This is an optimization exercise on Yosys and OpenROAD, whose aim is small area, not a production implementation. The RTL was checked by simulation tests, not by an equivalence proof against the original design. Power and IR drop assume default switching activity.

## accel
module accel (
   input                clk,
   input                rst,
   input        [15:0]  data_x,
   input        [15:0]  data_y,
   input        [15:0]  data_z,
   input                select,    
   input                grab,      
   output       [6:0]   HEX0,
   output       [6:0]   HEX1,
   output       [6:0]   HEX2,
   output       [6:0]   HEX3,
   output       [6:0]   HEX4,
   output       [6:0]   HEX5,
   output       [9:0]   LEDR,
   output               servo_x,   
   output               servo_y,   
   output               servo_z,   
   output               servo_g    
   );
clock: 25.0 ns
lec_check: 0
cap_margin: 20
core_margin: 2
core_utilization: 40
slew_margin: 20
standard.sh (not shown) runs the stock make flow with config.mk's settings and CLKGATE_MAP_FILE= SYNTH_SCRIPT=/design/flow/synth_recipe.tcl, a recipe that flattens the netlist after the stock synthesis.
==> flow/flow/run.sh <==
#!/bin/bash
# Layout flow: the standard ORFS flow (standard.sh) with these changes,
# which only affect how small the layout comes out:
#  - synthesis is the standard flow's own script, except that ABC maps the logic with an
#    area recipe (flow/area.abc: two rounds of deepsyn, choices and area
#    mapping), and adders are left to ABC instead of being extracted into
#    fixed full/half-adder cells first (ADDER_MAP_FILE empty);
#  - placement at 75% core utilization;
#  - every port still gets a buffer, but the smallest one (buf_1);
#  - clock tree: clkbuf_4 buffers, small sink clusters, no dummy
#    loads.
# Each tool's full output goes to the ORFS logs and to flow.log here.
set -euo pipefail
WORK=$PWD

# synth_recipe.tcl with ABC's -script argument pointed at flow/area.abc
{
    echo 'proc abc {args} {'
    echo '    set i [lsearch -exact $args -script]'
    echo "    if {\$i >= 0} { lset args [expr {\$i + 1}] {$WORK/flow/area.abc} }"
    echo '    yosys abc {*}$args'
    echo '}'
    cat "$WORK/synth_recipe.tcl"
} > "$WORK/flow_synth.tcl"

bash "$WORK/standard.sh" \
    "SYNTH_SCRIPT=$WORK/flow_synth.tcl" \
    ADDER_MAP_FILE= \
    CORE_UTILIZATION=75 PLACE_DENSITY=0.85 \
    "BUFFER_PORTS_ARGS=-buffer_cell sky130_fd_sc_hd__buf_1" \
    "CTS_ARGS=-sink_clustering_enable -repair_clock_nets -dont_use_dummy_load -buf_list sky130_fd_sc_hd__clkbuf_4 -sink_clustering_size 10 -sink_clustering_max_diameter 50" \
    finish > "$WORK/flow.log" 2>&1
==> flow/flow/area.abc <==
strash
&get -n
&deepsyn -I 10 -J 20
&dch -f
&nf -R 1000 -p -F 8 -A 8 -E 100
&put
strash
&get -n
&deepsyn -I 10 -J 20
&dch -f
&nf -R 1000 -p -F 8 -A 8 -E 100
&put
topo
Next try:
--- a/flow/flow/run.sh
+++ b/flow/flow/run.sh
@@ -1,9 +1,6 @@
 #!/bin/bash
-# Layout flow: the standard ORFS flow (standard.sh) with these changes,
-# which only affect how small the layout comes out:
+# Layout flow: the standard ORFS flow (standard.sh) with three changes
+# that only affect how small the layout comes out:
 #  - synthesis is the standard flow's own script, except that ABC maps the logic with an
-#    area recipe (flow/area.abc: two rounds of deepsyn, choices and area
-#    mapping), and adders are left to ABC instead of being extracted into
-#    fixed full/half-adder cells first (ADDER_MAP_FILE empty);
-#  - placement at 75% core utilization;
+#    area recipe (flow/area.abc: deepsyn, choices, area mapping);
 #  - every port still gets a buffer, but the smallest one (buf_1);
@@ -27,4 +24,2 @@
     "SYNTH_SCRIPT=$WORK/flow_synth.tcl" \
-    ADDER_MAP_FILE= \
-    CORE_UTILIZATION=75 PLACE_DENSITY=0.85 \
     "BUFFER_PORTS_ARGS=-buffer_cell sky130_fd_sc_hd__buf_1" \
==> flow/flow/area.abc (replaced) <==
strash
&get -n
&deepsyn -T 60
&dch -f
&nf -R 1000 -p -F 8 -A 8 -E 100
&put
topo
What happened: The new run completed without violations; worst setup slack improved by 67 ps; total power climbs by 27%; clock skew climbs by 45 ps; routed wire length goes up by 4.2%; via count is lower by 6.7%; hold slack got worse by 41 ps; final area goes up by 8.8%.


Starting RTL as in the previous note.
export LEC_CHECK = 0
export CAP_MARGIN = 20
export CORE_MARGIN = 2
export CORE_UTILIZATION = 40
export SLEW_MARGIN = 20
create_clock -name core_clock -period 25.0 [get_ports {clk}]
==> flow/flow/run.sh <==
#!/bin/bash
# Layout flow: the standard ORFS flow (standard.sh) with three changes
# that only affect how small the layout comes out:
#  - synthesis is the standard flow's own script, except that ABC maps the logic with an
#    area recipe (flow/area.abc: deepsyn, choices, area mapping);
#  - every port still gets a buffer, but the smallest one (buf_1);
#  - clock tree: clkbuf_4 buffers, small sink clusters, no dummy
#    loads.
# Each tool's full output goes to the ORFS logs and to flow.log here.
set -euo pipefail
WORK=$PWD

# synth_recipe.tcl with ABC's -script argument pointed at flow/area.abc
{
    echo 'proc abc {args} {'
    echo '    set i [lsearch -exact $args -script]'
    echo "    if {\$i >= 0} { lset args [expr {\$i + 1}] {$WORK/flow/area.abc} }"
    echo '    yosys abc {*}$args'
    echo '}'
    cat "$WORK/synth_recipe.tcl"
} > "$WORK/flow_synth.tcl"

bash "$WORK/standard.sh" \
    "SYNTH_SCRIPT=$WORK/flow_synth.tcl" \
    "BUFFER_PORTS_ARGS=-buffer_cell sky130_fd_sc_hd__buf_1" \
    "CTS_ARGS=-sink_clustering_enable -repair_clock_nets -dont_use_dummy_load -buf_list sky130_fd_sc_hd__clkbuf_4 -sink_clustering_size 8 -sink_clustering_max_diameter 40" \
    finish > "$WORK/flow.log" 2>&1
==> flow/flow/area.abc <==
strash
&get -n
&deepsyn -T 60
&dch -f
&nf -R 1000 -p -F 8 -A 8 -E 100
&put
topo
The baseline went through all stages and came out clean.
Rerun with:
--- a/flow/flow/run.sh
+++ b/flow/flow/run.sh
@@ -24,0 +25 @@
+    CORE_UTILIZATION=65 PLACE_DENSITY=0.75 \
@@ -26 +27 @@
-    "CTS_ARGS=-sink_clustering_enable -repair_clock_nets -dont_use_dummy_load -buf_list sky130_fd_sc_hd__clkbuf_4 -sink_clustering_size 8 -sink_clustering_max_diameter 40" \
+    "CTS_ARGS=-sink_clustering_enable -repair_clock_nets -dont_use_dummy_load -buf_list sky130_fd_sc_hd__clkbuf_4 -sink_clustering_size 10 -sink_clustering_max_diameter 50" \
==> flow/flow/area.abc (replaced) <==
strash
&get -n
&deepsyn -I 10 -J 20
&dch -f
&nf -R 1000 -p -F 8 -A 8 -E 100
&put
topo
Outcome: Hold slack is better by 0.0070 ns. Core utilization goes up by 26 points. Wire length increases slightly. Worst setup slack loses 0.17 ns. Die area shrinks by well over a third. Via count is higher by a few percent. Global-route usage increases by 13 points.
Rerun with:
--- a/flow/flow/run.sh
+++ b/flow/flow/run.sh
@@ -2,2 +2,2 @@
-# Layout flow: the standard ORFS flow (standard.sh) with three changes
-# that only affect how small the layout comes out:
+# Layout flow: the standard ORFS flow (standard.sh) with these changes,
+# which only affect how small the layout comes out:
@@ -5 +5,5 @@
-#    area recipe (flow/area.abc: deepsyn, choices, area mapping);
+#    area recipe (flow/area.abc: two rounds of deepsyn, choices and area
+#    mapping), and adders are left to ABC instead of being extracted into
+#    fixed full/half-adder cells first (ADDER_MAP_FILE empty);
+#  - placement at 65% core utilization, not timing driven (the clock period
+#    leaves ample slack), so it adds no buffers of its own;
@@ -25 +29,2 @@
-    CORE_UTILIZATION=65 PLACE_DENSITY=0.75 \
+    ADDER_MAP_FILE= \
+    CORE_UTILIZATION=65 PLACE_DENSITY=0.75 GPL_TIMING_DRIVEN=0 \
--- a/flow/flow/area.abc
+++ b/flow/flow/area.abc
@@ -0,0 +1,6 @@
+strash
+&get -n
+&deepsyn -I 10 -J 20
+&dch -f
+&nf -R 1000 -p -F 8 -A 8 -E 100
+&put
Register-to-register slack is better by 0.12 ns.
Sequential cell count stays the same.
Die area went down by 6.2%.
Area after synthesis came out lower by 6.4%.
Worst setup slack improves by 0.42 ns.
Fmax rose by 2.0%.
Via count fell by 6.1%.
Hold slack improves by 0.0078 ns.
Critical path depth drops by 4.
Total power shrinks by 19%.


== run A ==
accel, a different RTL version from the one above (not shown whole).
For scale: about 1900 cells after synthesis, roughly 110 I/O pins, roughly 0.013 mm^2 of cells after synthesis.
make LEC_CHECK=0 ABC_AREA=1 CAP_MARGIN=20 CORE_MARGIN=2 CORE_UTILIZATION=40 SLEW_MARGIN=20 finish   # period 25.0 ns
run.sh (not shown) runs the stock make flow with config.mk's settings and CLKGATE_MAP_FILE= SYNTH_SCRIPT=/design/flow/synth_recipe.tcl, a recipe that flattens the netlist after the stock synthesis.
Stock flow here: none of the scripts above is used.
Both conditions hold for run A: the flow ran to the end and the final layout passed the timing, design-rule and antenna checks.
--- input diff run A..run B ---
# run A
export LEC_CHECK = 0
export ABC_AREA = 1
export CAP_MARGIN = 20
export CORE_MARGIN = 2
export CORE_UTILIZATION = 40
export SLEW_MARGIN = 20
create_clock -name core_clock -period 25.0 [get_ports {clk}]
# run B
export LEC_CHECK = 0
export CAP_MARGIN = 20
export CORE_MARGIN = 2
export CORE_UTILIZATION = 40
export SLEW_MARGIN = 20
create_clock -name core_clock -period 25.0 [get_ports {clk}]
==> flow/flow/run.sh (new file) <==
#!/bin/bash
# Layout flow: the standard ORFS flow (standard.sh) with three changes
# that only affect how small the layout comes out:
#  - synthesis is the standard flow's own script, except that ABC maps the logic with an
#    area recipe (flow/area.abc: deepsyn, choices, area mapping);
#  - every port still gets a buffer, but the smallest one (buf_1);
#  - clock tree: clkbuf_8 buffers, clusters of at most 14 sinks, no dummy
#    loads.
# Each tool's full output goes to the ORFS logs and to flow.log here.
set -euo pipefail
WORK=$PWD

# synth_recipe.tcl with ABC's -script argument pointed at flow/area.abc
{
    echo 'proc abc {args} {'
    echo '    set i [lsearch -exact $args -script]'
    echo "    if {\$i >= 0} { lset args [expr {\$i + 1}] {$WORK/flow/area.abc} }"
    echo '    yosys abc {*}$args'
    echo '}'
    cat "$WORK/synth_recipe.tcl"
} > "$WORK/flow_synth.tcl"

bash "$WORK/standard.sh" \
    "SYNTH_SCRIPT=$WORK/flow_synth.tcl" \
    "BUFFER_PORTS_ARGS=-buffer_cell sky130_fd_sc_hd__buf_1" \
    "CTS_ARGS=-sink_clustering_enable -repair_clock_nets -dont_use_dummy_load -buf_list sky130_fd_sc_hd__clkbuf_8 -sink_clustering_size 20 -sink_clustering_max_diameter 40" \
    finish > "$WORK/flow.log" 2>&1
==> flow/flow/area.abc (new file) <==
strash
&get -n
&deepsyn -T 60
&dch -f
&nf -R 1000 -p -F 8 -A 8 -E 100
&put
topo
==> flow/standard.sh (new file) <==
#!/bin/bash
# synth_recipe.tcl (not shown) runs the flow's synth.tcl, then flattens the netlist and writes it again
# the make line also repeats each setting of config.mk as NAME=value (left out here)
make -C /OpenROAD-flow-scripts/flow DESIGN_CONFIG=/design/flow/config.mk WORK_HOME=/design/flow/orfs CLKGATE_MAP_FILE= SYNTH_SCRIPT=/design/flow/synth_recipe.tcl "${@:-finish}"
removed: flow/run.sh
--- outcome ---
Per the comparison of run B with run A, sequential portion of the cell area went up by 5.0 points, area of the mapped netlist now sits lower, top achievable clock speed fell 11%, share of the synthesized area in compound gates (AO/OA/AOI/OAI) now sits higher, wire length now smaller.
Run A reports its end point of the critical path as dig_x[1] while run B reports dig_x[7].
Run B packs its core more loosely than run A.
Run B against run A; post-detailed-placement cell area is down by more than 10%.
--- input diff run B..run C ---
diff --git a/flow/flow/run.sh b/flow/flow/run.sh
--- a/flow/flow/run.sh
+++ b/flow/flow/run.sh
@@ -24,4 +24,4 @@
     "SYNTH_SCRIPT=$WORK/flow_synth.tcl" \
     "BUFFER_PORTS_ARGS=-buffer_cell sky130_fd_sc_hd__buf_1" \
-    "CTS_ARGS=-sink_clustering_enable -repair_clock_nets -dont_use_dummy_load -buf_list sky130_fd_sc_hd__clkbuf_8 -sink_clustering_size 20 -sink_clustering_max_diameter 40" \
+    "CTS_ARGS=-sink_clustering_enable -repair_clock_nets -dont_use_dummy_load -buf_list sky130_fd_sc_hd__clkbuf_8 -sink_clustering_size 14 -sink_clustering_max_diameter 60" \
     finish > "$WORK/flow.log" 2>&1
==> flow/flow/area.abc <==
strash
&get -n
&deepsyn -T 60
&put
dch -f
map -a
topo
Results
Die area, run B and run C: lower on run B
Source-to-sink clock delay at the later pin of the worst-skew pair down 40 ps in run C wrt run B
Run C supports a higher top clock frequency than run B.
Run C ends up with higher cell count after synthesis than run B does.
Run C vs. run B: switching part of the total power moved up; count of placed standard cells including taps moved up; hold slack moved down; final non-filler cell total moved up.
Comparing clock slew at the register clock pins of the worst setup and hold paths for run B and run C, the smaller number came from run B.
Going from run B to run C, final worst-path cycle share now sits lower; final critical-path setup slack climbed 240 ps.

==> separate check: timing with driven ports <==
No port has a modelled driver above. Below, the same layouts with a new extraction and two added sets of constraints. Step 1 sets driving cells, clkbuf_16 on the clock port and buf_2 on the other inputs (assumed; they add their load-dependent delay and slew). Step 2 also shifts input and output timing later by t, the mid clock arrival at the registers, as if the neighbouring blocks saw the same clock. Three values: no drivers, after step 1, after step 2; two values: the first two.
run | t (ns) | setup WS [ns] | slew at the worst register clock pin (ns) | worst data-port slew with drivers (ns)
the first run of note 1 | 0.651 | 3.825 / 3.805 / 3.805 | 0.11 / 0.11 | 0.07
the second run of note 1 | 0.697 | 3.891 / 3.871 / 3.871 | 0.11 / 0.11 | 0.07
the first run of note 2 | 0.635 | 3.880 / 3.860 / 3.860 | 0.09 / 0.09 | 0.06
the second run of note 2 | 0.674 | 3.714 / 3.694 / 3.694 | 0.11 / 0.11 | 0.08
the third run of note 2 | 0.688 | 4.138 / 4.109 / 4.109 | 0.11 / 0.11 | 0.06
run A | 0.557 | 13.185 / 13.208 / 12.651 | 0.06 / 0.06 | 0.09
run B | 0.617 | 11.713 / 11.732 / 11.115 | 0.08 / 0.08 | 0.07
run C | 0.577 | 11.952 / 11.966 / 11.389 | 0.09 / 0.09 | 0.06
After both steps setup and hold are still met in every run listed. For run B, which loses most, drivers alone change the setup slack by +0.019 ns; drivers and shift together by -0.598 ns.
